Source: an optimization exercise on an open RTL-to-GDS flow (aim: small area, a short achievable clock period and few clock cycles per item). Production flows keep margins and buffers that such runs may drop.
RTL that was checked went through simulation tests only; none was proved equivalent to the original.

// top
module top(
input clk,
input rst,
input  [31:0] b_rdata,
output [31:0] b_wdata,
output [31:0] addr,
output [3:0] we,
output en,
output rstout
    );
export LEC_CHECK = 0
export CAP_MARGIN = 20
export CORE_MARGIN = 2
export CORE_UTILIZATION = 40
export SETUP_SLACK_MARGIN = 3.1
export SLEW_MARGIN = 20
create_clock -name core_clock -period 6.0 [get_ports {clk}]
standard.sh (not shown) runs the stock make flow with config.mk's settings and CLKGATE_MAP_FILE= SYNTH_SCRIPT=/design/flow/synth_recipe.tcl, a recipe that flattens the netlist after the stock synthesis.
==> flow/flow/run.sh <==
#!/bin/bash
set -e
export BUFFER_PORTS_ARGS="-buffer_cell sky130_fd_sc_hd__buf_2"
bash standard.sh > standard.log 2>&1
The starting point finished clean.
Testbench counts at the start, summed over its fixed seeds: cycles 8,960, items 960.
Change:
==> flow/run.sh (new file) <==
#!/bin/bash
# synth_recipe.tcl (not shown) runs the flow's synth.tcl, then flattens the netlist and writes it again
# the make line also repeats each setting of config.mk as NAME=value (left out here)
make -C /OpenROAD-flow-scripts/flow DESIGN_CONFIG=/design/flow/config.mk WORK_HOME=/design/flow/orfs CLKGATE_MAP_FILE= SYNTH_SCRIPT=/design/flow/synth_recipe.tcl finish
--- a/flow/config.mk
+++ b/flow/config.mk
@@ -10,3 +10,3 @@
 export CORE_UTILIZATION = 40
-export SETUP_SLACK_MARGIN = 3.1
+export SETUP_SLACK_MARGIN = 2.5
 export SLEW_MARGIN = 20
removed: flow/flow/run.sh
removed: flow/standard.sh
The changed run finished with timing, DRC and antenna clean.
Die area does not change.
Design area decreases by 2.8%.
Area after synthesis is unchanged.
Non-clock buffer count decreases by 22.
Hold slack is about the same.
Global-route usage decreases by 0.46 points.
Change:
--- a/flow/config.mk
+++ b/flow/config.mk
@@ -10,3 +10,3 @@
 export CORE_UTILIZATION = 40
-export SETUP_SLACK_MARGIN = 2.5
+export SETUP_SLACK_MARGIN = 3.1
 export SLEW_MARGIN = 20
Outcome:
- cell area came out higher by a little under a tenth
- count of clock-buffer cells in the layout goes up by 1
- maximum frequency goes up by roughly a tenth
- non-clock buffer count climbs by 23
- worst hold slack barely changes
- via count went up by a few percent
- core utilization is higher by 3.7 points
- wire length rises by a few percent

---

== sierra ==
top, a different RTL version from the one above (not shown whole).
Size in the first run: about 680 cells after synthesis, ~110 flip-flops, about 100 I/O pins, roughly 6000 um2 of cells after synthesis.
export LEC_CHECK = 0
export ABC_AREA = 1
export CAP_MARGIN = 20
export CORE_MARGIN = 2
export CORE_UTILIZATION = 40
export SETUP_SLACK_MARGIN = 3.1
export SLEW_MARGIN = 20
create_clock -name core_clock -period 6.0 [get_ports {clk}]
==> flow/flow/run.sh <==
#!/bin/bash
set -e
export BUFFER_PORTS_ARGS="-buffer_cell sky130_fd_sc_hd__buf_1"
export SKIP_REPAIR_TIE_FANOUT=1
export CTS_ARGS="-sink_clustering_enable -repair_clock_nets -dont_use_dummy_load -sink_clustering_size 40 -sink_clustering_max_diameter 80 -buf_list {sky130_fd_sc_hd__clkbuf_4 sky130_fd_sc_hd__clkbuf_8}"
bash standard.sh > standard.log 2>&1
sierra finished all stages; the layout is clean.
Testbench counts of sierra, summed over its fixed seeds: cycles 8,960, items 960.
[inputs] maple vs sierra
# sierra
export LEC_CHECK = 0
export ABC_AREA = 1
export CAP_MARGIN = 20
export CORE_MARGIN = 2
export CORE_UTILIZATION = 40
export SETUP_SLACK_MARGIN = 3.1
export SLEW_MARGIN = 20
create_clock -name core_clock -period 6.0 [get_ports {clk}]
# maple
export LEC_CHECK = 0
export CAP_MARGIN = 20
export CORE_MARGIN = 2
export CORE_UTILIZATION = 30
export SETUP_SLACK_MARGIN = 3.1
export SLEW_MARGIN = 20
create_clock -name core_clock -period 6.0 [get_ports {clk}]
Notes after the runs:
Comparing maple and sierra, routed wire length is higher on sierra. Re post-CTS resize count: maple is 4 up on sierra. The run showing the greater detailed-route vias per instance is sierra. [compare] base=sierra new=maple: final standard cell area without fillers now sits lower; area of the multi-input gates now sits lower. Wire length of the first global-routing pass for maple is lower than for sierra. For maple, the cell kind with the greatest summed area was sequential cells, unlike sierra, where it was multi-input combinational cells.
--- input diff maple..zinc ---
# maple
export LEC_CHECK = 0
export CAP_MARGIN = 20
export CORE_MARGIN = 2
export CORE_UTILIZATION = 30
export SETUP_SLACK_MARGIN = 3.1
export SLEW_MARGIN = 20
create_clock -name core_clock -period 6.0 [get_ports {clk}]
# zinc
export LEC_CHECK = 0
export CAP_MARGIN = 20
export CORE_MARGIN = 2
export CORE_UTILIZATION = 40
export SETUP_SLACK_MARGIN = 3.1
export SLEW_MARGIN = 20
create_clock -name core_clock -period 6.0 [get_ports {clk}]
Results
Growth of design area from synthesis to finish (lower): zinc
Relative to maple, the die boundary height of zinc is lower by 18 um.
[compare] base=maple new=zinc: cell area reported after detailed placement decreased by 75 um2 relative to the old numbers, cell area went down about 1.5%.

---

Another version of the RTL of top (not shown whole).
Size in the first run: roughly 600 cells after synthesis, about 83 flip-flops, roughly 100 I/O pins, about 0.0058 sq mm of cells after synthesis.
Design top, start of the top module:
module top(
input clk,
input rst,
input  [31:0] b_rdata,
output [31:0] b_wdata,
output [31:0] addr,
output [3:0] we,
output en,
output rstout
    );
==> flow/config.mk <==
export PLATFORM = sky130hd
export DESIGN_NAME = top
export DESIGN_NICKNAME = top
export VERILOG_FILES = /design/flow/design.v
export SDC_FILE = /design/flow/constraint.sdc
export NUM_CORES = 4
export LEC_CHECK = 0
export CAP_MARGIN = 20
export CORE_MARGIN = 2
export CORE_UTILIZATION = 40
export SETUP_SLACK_MARGIN = 3.4
export SLEW_MARGIN = 20
==> flow/constraint.sdc <==
create_clock -name core_clock -period 6.0 [get_ports {clk}]
set_input_delay 1.2000 -clock core_clock [delete_from_list [all_inputs] [get_ports {clk}]]
set_output_delay 1.2000 -clock core_clock [all_outputs]
set_load 0.01 [all_outputs]
==> flow/flow/run.sh <==
#!/bin/bash
set -e
export BUFFER_PORTS_ARGS="-buffer_cell sky130_fd_sc_hd__buf_2"
bash standard.sh > standard.log 2>&1
Then changed:
Settings changed: SETUP_SLACK_MARGIN 3.4 to 3.1.
Cell count rose by 0.69%.
Core utilization falls by 0.62 points.
Maximum frequency fell by 3.3%.
Register-to-register slack degrades by 0.11 ns.
Clock-buffer cell count is unchanged.
Via count increases by 1.6%.
Cell area drops by 1.2%.
No run of this note included a check of the RTL's function; only the layout flow was run.

---

JK:
Another version of the RTL of top (not shown whole).
For scale: roughly 540 cells after synthesis, about 110 flip-flops, roughly 100 I/O pins, ~0.0060 mm2 of cells after synthesis.
clock: 6.0 ns
lec_check: 0
cap_margin: 20
core_margin: 2
core_utilization: 40
setup_slack_margin: 3.3
slew_margin: 20
Scripts as last shown in full above: flow/flow/run.sh
Testbench counts of JK, summed over its fixed seeds: cycles 8,960, items 960.
diff inputs: JK => MS
- changing SETUP_SLACK_MARGIN from 3.3 to 3.1
### Flow results
| number of hold violations in the final report | JK vs MS | ≈ equal |. On length of routed wiring on met1, the lower figure sits with MS, not JK. Across both runs, non-clock buffer count was lower for MS than for JK. JK has a lower fraction of area in registers than MS. Diff JK -> MS: clock tree cell share of total cell area shrank by 0.36 points, final-layout worst hold slack barely changed. From MS to JK, H-tree depth did not move at all. JK → MS: clock period minus worst slack grew by 6.1 ps, cell area after layout shrank by about 2.6%, wire length shrank by 350 um.
Inputs modified between MS and AL:
==> flow/flow/run.sh <==
#!/bin/bash
set -e
export BUFFER_PORTS_ARGS="-buffer_cell sky130_fd_sc_hd__buf_2"
export CTS_ARGS="-sink_clustering_enable -repair_clock_nets -dont_use_dummy_load -buf_list {sky130_fd_sc_hd__clkbuf_4 sky130_fd_sc_hd__clkbuf_8}"
bash standard.sh > standard.log 2>&1
Results
Largest stage delay on the critical path for AL is lower than for MS. Going from MS to AL, chip width did not really move. Wire length of the first global-routing pass, MS and AL, lower one = AL. Synthesized-area fraction occupied by ao, oa, aoi and oai cells: AL vs MS identical. Post-route standard cell area excluding fillers (AL over MS): decrease, about 5.5%. AL — measured slew at the worst slew-check pin 27 ps higher, MS as reference. Relative to MS, met1 routing resource usage after global routing has gone down in AL. For global-route track usage on met3, MS and AL come out practically identical. Of MS and AL, the run reporting the lower routed wire length was AL. The relative area change from synthesis to final layout in AL was lower than what MS gave.
[inputs] TR vs AL
==> flow/flow/run.sh <==
#!/bin/bash
set -e
export BUFFER_PORTS_ARGS="-buffer_cell sky130_fd_sc_hd__buf_2"
export CTS_ARGS="-sink_clustering_enable -repair_clock_nets -dont_use_dummy_load -sink_clustering_size 30 -sink_clustering_max_diameter 150 -sink_buffer_max_cap_derate 1.0 -buf_list {sky130_fd_sc_hd__clkbuf_8 sky130_fd_sc_hd__clkbuf_16}"
bash standard.sh > standard.log 2>&1
[summary]
## Diff of input files: PW against TR
==> flow/flow/run.sh <==
#!/bin/bash
set -e
export BUFFER_PORTS_ARGS="-buffer_cell sky130_fd_sc_hd__buf_2"
export CTS_ARGS="-sink_clustering_enable -repair_clock_nets -dont_use_dummy_load -sink_clustering_size 40 -sink_clustering_max_diameter 80 -buf_list {sky130_fd_sc_hd__clkbuf_4 sky130_fd_sc_hd__clkbuf_8}"
bash standard.sh > standard.log 2>&1
[summary]
Delta (PW minus TR): area growth from synthesis to final layout now smaller, worst setup slack now larger. Between PW and TR, the difference in post-route fraction of the period consumed by the critical path is negligible. [compare] base=TR new=PW: global-route wire length before repair decreased by 0.96% relative to the old numbers, tightest hold margin closely matched the old numbers, average wire per cell in the routed design decreased by about 1% relative to the old numbers, global-route usage decreased by 0.31 points relative to the old numbers. Share of final layout cell area taken by non-clock buffers: PW vs TR, no meaningful difference. Diff TR..PW | number of non-filler instances in the completed layout | unchanged.

---

Setup of raven:
Another version of the RTL of top (not shown whole).
Size: ~500 cells after synthesis.
==> flow/design.v (excerpt) <==
module top(
input clk,
input rst,
input  [31:0] b_rdata,
output [31:0] b_wdata,
output [31:0] addr,
output [3:0] we,
output en,
output rstout
    );
clock: 6.0 ns
lec_check: 0
cap_margin: 20
core_margin: 2
core_utilization: 40
setup_slack_margin: 3.2
slew_margin: 20
==> flow/flow/run.sh <==
#!/bin/bash
set -e
export BUFFER_PORTS_ARGS="-buffer_cell sky130_fd_sc_hd__buf_1"
export SKIP_REPAIR_TIE_FANOUT=1
export CTS_ARGS="-sink_clustering_enable -repair_clock_nets -dont_use_dummy_load -sink_clustering_size 40 -sink_clustering_max_diameter 80 -buf_list {sky130_fd_sc_hd__clkbuf_4 sky130_fd_sc_hd__clkbuf_8}"
bash standard.sh > standard.log 2>&1
Testbench counts of raven, summed over its fixed seeds: cycles 8,960, items 960.
### raven -> onyx
Settings: changing SETUP_SLACK_MARGIN from 3.2 to 3.05.
Higher post-CTS resize count among onyx and raven: raven. Horizontal extent of the die came out exactly the same in onyx and raven. Going from raven to onyx, overall track demand over capacity in global routing went down; global-route track usage on met2 now sits lower.

---

top, a different RTL version from the one above (not shown whole).
For scale: about 530 cells after synthesis, about 120 flip-flops, ~100 I/O pins.
export LEC_CHECK = 0
export CAP_MARGIN = 20
export CORE_MARGIN = 2
export CORE_UTILIZATION = 40
export SETUP_SLACK_MARGIN = 3.0
export SLEW_MARGIN = 20
create_clock -name core_clock -period 6.0 [get_ports {clk}]
==> flow/flow/run.sh <==
#!/bin/bash
set -e
export BUFFER_PORTS_ARGS="-buffer_cell sky130_fd_sc_hd__buf_2"
export SKIP_REPAIR_TIE_FANOUT=1
export CTS_ARGS="-sink_clustering_enable -repair_clock_nets -dont_use_dummy_load -sink_clustering_size 40 -sink_clustering_max_diameter 80 -buf_list {sky130_fd_sc_hd__clkbuf_4 sky130_fd_sc_hd__clkbuf_8}"
bash standard.sh > standard.log 2>&1
The starting point went through all stages and came out clean.
Testbench counts at the start, summed over its fixed seeds: cycles 8,960, items 960.
Rerun with:
--- a/flow/config.mk
+++ b/flow/config.mk
@@ -8,5 +8,6 @@
 export CAP_MARGIN = 20
 export CORE_MARGIN = 2
-export CORE_UTILIZATION = 40
-export SETUP_SLACK_MARGIN = 3.0
+export CORE_UTILIZATION = 65
+export PLACE_DENSITY = 0.75
+export SETUP_SLACK_MARGIN = 3.1
 export SLEW_MARGIN = 20
The new run went through all stages and came out clean.
Final cell count drops by 9.3%.
Count of clock-buffer cells in the layout does not change.
Worst setup slack is better by 0.068 ns.
Rerun with:
--- a/flow/config.mk
+++ b/flow/config.mk
@@ -8,6 +8,6 @@
 export CAP_MARGIN = 20
 export CORE_MARGIN = 2
-export CORE_UTILIZATION = 65
-export PLACE_DENSITY = 0.75
+export CORE_UTILIZATION = 80
+export PLACE_DENSITY = 0.88
 export SETUP_SLACK_MARGIN = 3.1
 export SLEW_MARGIN = 20
Effect:
- global-route usage is higher by 7.8 points
- flip-flop and latch count is unchanged
- critical path depth is higher by 2
- worst hold slack got worse by 0.0071 ns
- cell count is lower slightly
- maximum frequency is lower slightly
- via count is higher by a few percent
- utilization is higher by 16 points

---

Another version of the RTL of top (not shown whole).
For scale: about 630 cells after synthesis, about 100 flip-flops.
clock: 6.0 ns
lec_check: 0
abc_clock_period_in_ps: 2800
cap_margin: 20
core_margin: 2
core_utilization: 40
setup_slack_margin: 3.1
slew_margin: 20
run.sh (not shown) runs the stock make flow with config.mk's settings and CLKGATE_MAP_FILE= SYNTH_SCRIPT=/design/flow/synth_recipe.tcl, a recipe that flattens the netlist after the stock synthesis.
Stock flow here: none of the scripts above is used.
Next try:
Settings changed: SETUP_SLACK_MARGIN 3.1 to default.
Result:
- The changed run finished with timing, DRC and antenna clean
- setup slack got worse by 1.0 ns
- maximum frequency came out lower by about 23%
- first-iteration DRC count falls by about 28%
- cell count went down by 8.6%
- flip-flop and latch count does not change
- via count fell by 9.1%
- routed wire length went down by 9.7%
- non-clock buffer count went down by 81
- global-route usage goes down by 1.4 points
No functional check of the RTL was part of any run of this note.

---

RTL: one of the versions met above, not the one the previous note started from.
Size: roughly 540 cells after synthesis, roughly 110 flip-flops, roughly 100 I/O pins.
==> flow/config.mk <==
export PLATFORM = sky130hd
export DESIGN_NAME = top
export DESIGN_NICKNAME = top
export VERILOG_FILES = /design/flow/design.v
export SDC_FILE = /design/flow/constraint.sdc
export NUM_CORES = 4
export LEC_CHECK = 0
export CAP_MARGIN = 20
export CORE_MARGIN = 2
export CORE_UTILIZATION = 40
export SETUP_SLACK_MARGIN = 3.1
export SLEW_MARGIN = 20
==> flow/constraint.sdc <==
create_clock -name core_clock -period 6.0 [get_ports {clk}]
set_input_delay 1.2000 -clock core_clock [delete_from_list [all_inputs] [get_ports {clk}]]
set_output_delay 1.2000 -clock core_clock [all_outputs]
set_load 0.01 [all_outputs]
standard.sh (not shown) runs the stock make flow with config.mk's settings and CLKGATE_MAP_FILE= SYNTH_SCRIPT=/design/flow/synth_recipe.tcl, a recipe that flattens the netlist after the stock synthesis.
Scripts as last shown in full above: flow/flow/run.sh
Testbench counts at the start, summed over its fixed seeds: cycles 8,960, items 960.
Rerun with:
==> flow/flow/run.sh (replaced) <==
#!/bin/bash
set -e
export BUFFER_PORTS_ARGS="-buffer_cell sky130_fd_sc_hd__buf_2"
export CTS_ARGS="-sink_clustering_enable -repair_clock_nets -dont_use_dummy_load -buf_list {sky130_fd_sc_hd__clkbuf_4 sky130_fd_sc_hd__clkbuf_8}"
bash standard.sh > standard.log 2>&1
--- a/flow/config.mk
+++ b/flow/config.mk
@@ -11 +11 @@
-export SETUP_SLACK_MARGIN = 3.1
+export SETUP_SLACK_MARGIN = 2.9
=>
- The changed run produced a clean layout
- cell count came out higher by 3.1%
- area after synthesis is unchanged
- routed wire length hardly moves
- hold slack improves by 0.0041 ns
- first-iteration DRC count came out lower by 9.3%
- synthesized cell count stays the same
- cell area came out lower by 0.32%

[re-timing with driven ports]
In the flow no input, the clock included, has a driving cell. The finished layouts below were timed again as built, in two steps.
Step 1, drivers: a clkbuf_16 drives clk and a buf_2 each remaining input, both assumed.
Step 2 adds t to the input delays and takes it off the output delays; t is the mean of the earliest and latest rising clock arrival at the registers after step 1. Input paths then give back, and output paths get back, about the clock's delay inside the block.
Slacks: ideal / step 1 / step 2; pairs: ideal / step 1.
| run | t, ns | setup WS [ns] | worst hold slack (ns) | worst slew at a driven data input, ns | pins driven straight from the clock port |
|---|---|---|---|---|---|
| the first run of note 1 | 0.397 | 3.075 / 3.034 / 2.797 | 0.347 / 0.347 / 0.347 | 0.04 | 1 |
| the second run of note 1 | 0.393 | 2.566 / 2.524 / 2.198 | 0.350 / 0.350 / 0.350 | 0.03 | 1 |
| the third run of note 1 | 0.397 | 2.984 / 2.984 / 2.610 | 0.350 / 0.350 / 0.350 | 0.04 | 1 |
| sierra | 0.463 | 3.189 / 3.169 / 3.053 | 0.339 / 0.339 / 0.339 | 0.03 | 1 |
| maple | 0.450 | 3.157 / 3.121 / 2.791 | 0.339 / 0.339 / 0.339 | 0.05 | 1 |
| zinc | 0.451 | 3.170 / 3.135 / 2.807 | 0.345 / 0.345 / 0.345 | 0.04 | 1 |
| the first run of note 3 | 0.392 | 2.833 / 2.833 / 2.821 | 0.441 / 0.441 / 0.441 | 0.08 | 1 |
| the second run of note 3 | 0.381 | 2.724 / 2.724 / 2.595 | 0.453 / 0.453 / 0.453 | 0.03 | 1 |
| JK | 0.449 | 3.244 / 3.244 / 2.957 | 0.343 / 0.343 / 0.343 | 0.08 | 1 |
| MS | 0.452 | 3.238 / 3.209 / 2.957 | 0.342 / 0.342 / 0.342 | 0.04 | 1 |
| AL | 0.459 | 3.187 / 3.163 / 2.933 | 0.342 / 0.342 / 0.342 | 0.03 | 1 |
| TR | 0.552 | 3.183 / 3.159 / 2.967 | 0.341 / 0.341 / 0.341 | 0.03 | 1 |
| PW | 0.459 | 3.187 / 3.163 / 2.933 | 0.342 / 0.342 / 0.342 | 0.03 | 1 |
| raven | 0.398 | 3.172 / 3.136 / 2.854 | 0.342 / 0.342 / 0.342 | 0.04 | 1 |
| onyx | 0.391 | 3.097 / 3.113 / 2.722 | 0.341 / 0.341 / 0.341 | 0.04 | 1 |
| the first run of note 6 | 0.462 | 3.097 / 3.076 / 2.815 | 0.340 / 0.340 / 0.340 | 0.04 | 1 |
| the second run of note 6 | 0.441 | 3.165 / 3.165 / 2.873 | 0.331 / 0.331 / 0.331 | 0.03 | 1 |
| the third run of note 6 | 0.455 | 3.139 / 3.139 / 2.866 | 0.324 / 0.324 / 0.324 | 0.05 | 1 |
| the first run of note 7 | 0.394 | 2.565 / 2.565 / 2.514 | 0.351 / 0.351 / 0.351 | 0.04 | 1 |
| the second run of note 7 | 0.398 | 1.527 / 1.527 / 1.457 | 0.349 / 0.349 / 0.349 | 0.04 | 1 |
| the first run of note 8 | 0.451 | 3.195 / 3.172 / 2.972 | 0.338 / 0.338 / 0.338 | 0.04 | 1 |
| the second run of note 8 | 0.458 | 3.061 / 3.044 / 2.916 | 0.342 / 0.342 / 0.342 | 0.03 | 1 |
After both steps every run listed still meets setup and hold. For onyx, which loses most, drivers alone change the setup slack by +0.016 ns; drivers and shift together by -0.375 ns.
